From an optimization exercise on the open Yosys and OpenROAD flow, aimed at small area; shortcuts taken in it are not production practice.
In this exercise RTL edits were held to simulation tests only and were not proved equivalent to the original.

==> flow/design.v (outline; a module is shown in full before it is edited, if it fits) <==
// module iir_fa: 4 lines
// module iir_ha: 4 lines
// module iir_benc: 5 lines
// module iir_biquad_axis: 7373 lines
module iir_biquad_axis #(
    parameter integer C_S_AXI_DATA_WIDTH = 32,
    parameter integer C_S_AXI_ADDR_WIDTH = 5,
    parameter integer DATA_WIDTH         = 32    
)(
    input  wire aclk,
    input  wire aresetn,    
    input  wire [DATA_WIDTH-1:0] s_axis_tdata,
    input  wire                  s_axis_tvalid,
    output wire                  s_axis_tready,
    input  wire                  s_axis_tlast,
    output wire [DATA_WIDTH-1:0] m_axis_tdata,
    output reg                   m_axis_tvalid,
    input  wire                  m_axis_tready,
    output reg                   m_axis_tlast,
    input  wire [C_S_AXI_ADDR_WIDTH-1:0] s_axi_awaddr,
    input  wire                          s_axi_awvalid,
    output wire                          s_axi_awready,
    input  wire [C_S_AXI_DATA_WIDTH-1:0] s_axi_wdata,
    input  wire [C_S_AXI_DATA_WIDTH/8-1:0] s_axi_wstrb,
    input  wire                          s_axi_wvalid,
    output wire                          s_axi_wready,
    output wire [1:0]                    s_axi_bresp,
    output wire                          s_axi_bvalid,
    input  wire                          s_axi_bready,
    input  wire [C_S_AXI_ADDR_WIDTH-1:0] s_axi_araddr,
    input  wire                          s_axi_arvalid,
    output wire                          s_axi_arready,
    output wire [C_S_AXI_DATA_WIDTH-1:0] s_axi_rdata,
    output wire [1:0]                    s_axi_rresp,
    output wire                          s_axi_rvalid,
    input  wire                          s_axi_rready
);
  // ...
==> flow/run.sh <==
#!/bin/bash
# synth_recipe.tcl (not shown) runs the flow's synth.tcl, then flattens the netlist and writes it again
# the make line also repeats each setting of config.mk as NAME=value (left out here)
make -C /OpenROAD-flow-scripts/flow DESIGN_CONFIG=/design/flow/config.mk WORK_HOME=/design/flow/orfs CLKGATE_MAP_FILE= SYNTH_SCRIPT=/design/flow/synth_recipe.tcl finish
==> flow/config.mk <==
export PLATFORM = sky130hd
export DESIGN_NAME = iir_biquad_axis
export DESIGN_NICKNAME = iir_biquad_axis
export VERILOG_FILES = /design/flow/design.v
export SDC_FILE = /design/flow/constraint.sdc
export NUM_CORES = 4
export LEC_CHECK = 0
export ABC_AREA = 1
export CAP_MARGIN = 5
export CORE_MARGIN = 2
export CORE_UTILIZATION = 60
export CTS_BUF_LIST = sky130_fd_sc_hd__clkbuf_4
export CTS_CLUSTER_SIZE = 30
export PLACE_DENSITY = 0.75
export SLEW_MARGIN = 5
export SYNTH_HIERARCHICAL = 1
==> flow/constraint.sdc <==
create_clock -name core_clock -period 22.0 [get_ports {aclk}]
set_input_delay 4.4000 -clock core_clock [delete_from_list [all_inputs] [get_ports {aclk}]]
set_output_delay 4.4000 -clock core_clock [all_outputs]
set_load 0.01 [all_outputs]
==> run notes, run 1 <==
Initial antenna violation count -> 13
Crit path from -> s_axis_tdata[16]
Reg2Reg Launch Point -> y_r[10]
Chip height -> 338 microns
RePlAce Congestion -> 1.10
Critical path capture point -> y_l[0]
Status -> finished clean
Wire length on met1 -> 102000 microns
GR Util met1 -> 66.1%
Min Hold Slack -> 0.410 ns
Worst slack, placed -> 0.522 ns
Startpoint types -> input port
Max_slew headroom -> 3.64%
Die width -> 338 microns
Pre-antenna DRT Iters -> 8
Syn avg cell area -> 10.1 sq um
Worst-Margin Slew -> 1.44 ns
Routed length on met3 -> 57700 microns
Final period util -> 93.5%
Post-synthesis mux area share -> 0%
Synth Area in XOR/XNOR -> 17.2%
Worst skew pair latency -> 1.12 ns
Grt ovf -> 0
WP depth -> 47
Vias in the first global route -> 61.8k
==> inputs of run 2 (changes only) <==
--- a/flow/config.mk
+++ b/flow/config.mk
@@ -9,8 +9,6 @@
 export CAP_MARGIN = 5
 export CORE_MARGIN = 2
-export CORE_UTILIZATION = 60
+export CORE_UTILIZATION = 40
 export CTS_BUF_LIST = sky130_fd_sc_hd__clkbuf_4
-export CTS_CLUSTER_SIZE = 30
-export PLACE_DENSITY = 0.75
 export SLEW_MARGIN = 5
 export SYNTH_HIERARCHICAL = 1
==> run 2 against run 1 <==
  * Global-route usage shrank 19 points
  * Synthesized cell count is the same
  * Wire length shrank 0.63%
  * Critical path depth is the same
  * Via count shrank 3.5%
  * Clock skew shrank 0.10 ns
  * Final cell count grew 8.4%
  * Core utilization shrank 21 points
  * Highest routed layer unchanged
==> run notes, run 2 <==
Status -> finished clean (unchanged)
Vias per cell -> 6.58 (was 7.39)
Crit Path Max Fanout -> 15 (was 16)
RePlAce Congestion -> 1.05 (was 1.10)
Post-synthesis register bit count -> 359 (unchanged)
Minimum clock period -> 20.54 ns (was 20.58 ns)
Crit path from -> s_axis_tdata[2] (was s_axis_tdata[16])
RSZ-0062 raised after global routing -> no (unchanged)
EDFF count, synth -> 224 (unchanged)
All-Layer GR Usage -> 36.9% (was 55.9%)
Mapped Cells -> 6630 (unchanged)
Critical Path End Type -> flip-flop (unchanged)
Startpoint types -> input port (unchanged)
Reg2Reg Launch Point -> y_r[10] (unchanged)
Final WS setup -> 1.46 ns (was 1.42 ns)
PortBufs -> 151 (unchanged)
CP max stage cell -> fa_1 (unchanged)
Ys flop type -> edfxtp_1 (unchanged)
Final period util -> 93.3% (was 93.5%)
Area share of the largest cell type after synthesis -> 41.9% (unchanged)
Core area -> 167000 sq um (was 111000 sq um)
Delay-heaviest family, CP -> adder cells (unchanged)
Most frequent cells in the layout -> fa_1, xor2_1, o22ai_1, nand2_1, inv_1 (unchanged)
Synth area leader -> fa_1 (unchanged)
Fin. Hold Viols -> 0 (unchanged)
Largest net degree at the start of global routing -> 69 (was 64)
Reg-to-reg endpoint -> y_r[0] (was y_r[4])
Crit path DAT -> 21.49 ns (was 21.53 ns)
Worst Reg-to-Reg Cells -> 53 (was 54)
DRC viols -> 0 (unchanged)
Post-cts resize count -> 0 (unchanged)
Syn Std Cell Area -> 67100 sq um (unchanged)
Skew final -> 0.0615 ns (was 0.164 ns)
Fmax -> 48.7 MHz (was 48.6 MHz)
Worst skew pair latency -> 1.10 ns (was 1.12 ns)
H-Tree Depth -> 3 (unchanged)
Final ANT Viol Nets -> 0 (unchanged)
Worst-path clk slew -> 0.06 ns (was 0.08 ns)
Initial drt markers -> 8808 (was 9870)
Fin Setup TNS -> 0 ns (unchanged)
Slew Viols, Final -> 0 (unchanged)
Register area share after synthesis -> 14.1% (unchanged)
Nets -> 8080 (was 8093)
Setup violations, final -> 0 (unchanged)
Top cells by area, synth -> fa_1, xor2_1, o22ai_1, edfxtp_1, dfxtp_1 (unchanged)
Via count -> 57.9k (was 60.0k)
Post-synth top cells -> fa_1, xor2_1, o22ai_1, nand2_1, clkbuf_1 (unchanged)
Most common cell after layout, fill and taps aside -> fa_1 (unchanged)
Postcts setup bufs -> 0 (unchanged)
Ys async rst share -> 0% (unchanged)
Initial antenna violation count -> 17 (was 13)
Worst path bufs/invs -> 4 (was 5)
Inserted Clock Buffers -> 104 (was 99)
Chip height -> 413 microns (was 338 microns)
Clock tree root buffer cell -> clkbuf_4 (unchanged)
Critical Path RT -> 22.95 ns (was 22.96 ns)
Die area -> 171000 sq um (was 114000 sq um)
Grt ovf -> 0 (unchanged)
Post-Route WL -> 316000 microns (was 318000 microns)
Core Rows -> 150 (was 122)
Pre-antenna DRT Iters -> 7 (was 8)
Worst-Margin Slew -> 1.40 ns (was 1.44 ns)
Syn avg cell area -> 10.1 sq um (unchanged)
CP max stage delay -> 0.63 ns (was 0.58 ns)
Clk buf depth -> 3 (unchanged)
Syn-to-layout area delta -> 8.01% (was 6.97%)
Vias in the first global route -> 59.8k (was 61.8k)
Max Cap Viol -> 0 (unchanged)
Post-CTS Hold Fix Bufs -> 0 (unchanged)
Share of layout cells above drive strength 1 -> 8.14% (was 8.32%)
Synth Warn # -> 7 (unchanged)
R2R setup slack -> 1.56 ns (was 1.57 ns)
CTS Sinks -> 359 (unchanged)
WL per Instance -> 35.9 microns (was 39.1 microns)
Filler cells -> 15.8k (was 9052)
Setup CP Type -> in2reg (unchanged)
Hold WC Path Type -> reg2reg (unchanged)
DP Wirelength -> 227000 microns (was 229000 microns)
Initial Util -> 40.2% (was 60.5%)
IO Count -> 164 (unchanged)
Fin util -> 43.4% (was 64.7%)
Critical path capture point -> y_r[0] (was y_l[0])
Worst slack, placed -> 0.444 ns (was 0.522 ns)
Netlist cell types -> 33 (unchanged)
CTS tree -> done (unchanged)
Most used cell, CP -> fa_1 (unchanged)
WP depth -> 47 (unchanged)
First-pass GRT wire length -> 445000 microns (was 452000 microns)
Min Hold Slack -> 0.436 ns (was 0.410 ns)
Max_slew headroom -> 6.34% (was 3.64%)
Die width -> 413 microns (was 338 microns)
Count leader, synth -> fa_1 (unchanged)
## run 2: cell counts after synthesis
Identical to the previous run, type by type.
## run 2: metrics by stage
stage	cells	cell area, sq um
floorplan	6648	67100
global placement	8614	71100
detailed placement	8614	71100
CTS	8792	72400
global route	8797	72400
finish	8802	72400
## run 2: layout make-up
type / count / area [sq um] / area share (%)
sequential: 359 / 9430 / 13.0
timing repair buffer: 438 / 3670 / 5.06
clock inverter: 29 / 170 / 0.235
tap: 2204 / 2760 / 3.81
antenna: 10 / 25.0 / 0.0345
multi-input combinational: 5179 / 53600 / 74.0
clock buffer: 149 / 1120 / 1.54
inverter: 434 / 1630 / 2.25
## run 2: how the worst min path moves through the flow
stage | start | end | cells after the start
2_1_floorplan | x2_l[15] | x2_l[15] | 2
3_3_place_gp | axi_arready | axi_arready | 1
3_5_place_dp | axi_wready | axi_wready | 1
4_1_cts | axi_wready | axi_wready | 1
5_1_grt | axi_awready | axi_awready | 1
6_report | axi_wready | axi_wready | 1
## run 2: cell families (layout without fill, tap and decap cells)
family,after synthesis,in the layout,synth area share [%]
adder cells (fa/ha/maj),1476,1476,43.2
other,1,29,0.00559
buffers and inverters,1110,1050,6.62
XOR/XNOR,1320,1320,17.2
AO/OA/AOI/OAI,1512,1512,13.6
AND/OR/NAND/NOR,852,852,5.20
flip-flops,359,359,14.1
## run 2: Yosys stat by module, one instance, submodules excluded
module / flip-flops and latches / cell area [sq um]
iir_fa: 0 / 20.0
iir_ha: 0 / 12.5
iir_benc: 0 / 28.8
iir_biquad_axis: 359 / 37100
## run 2: layer usage
| metal | share of wire [%] | up-vias | track usage, % | wire length (microns) |
|---|---|---|---|---|
| met1 | 35 | 29234 | 44.9 | 110000 |
| met3 | 16 | 1397 | 17.4 | 50900 |
| met5 | 0.048 | - | 0.254 | 153 |
| met4 | 7.5 | 16 | 22.3 | 23500 |
| li1 | - | 21931 | - | - |
| met2 | 41 | 5344 | 52.8 | 131000 |

## separate check: timing with driven ports
How much do the figures lean on ideal ports? The routed layouts below were timed once more, with nothing changed but the port constraints.
Step 1, drivers: a clkbuf_16 drives aclk and a buf_2 each remaining input, both assumed.
Step 2, shift: input delay + t, output delay - t, t = (earliest + latest rising clock arrival at the registers) / 2. This alone moves slack from input paths to output paths.
a / b / c = ideal ports / drivers / drivers and shift; a / b = the first two.
run	t, ns	setup WS [ns]	hold slack, ns	worst register clock-pin slew, ns
run 1	1.114	1.424 / 1.478 / 0.364	0.410 / 0.410 / 0.410	0.08 / 0.08
run 2	1.140	1.465 / 1.481 / 0.341	0.436 / 0.436 / 0.436	0.08 / 0.08
After both steps every run listed still meets setup and hold. The setup slack of run 2, which loses most, moves by +0.016 ns with the drivers and by -1.124 ns with both steps.
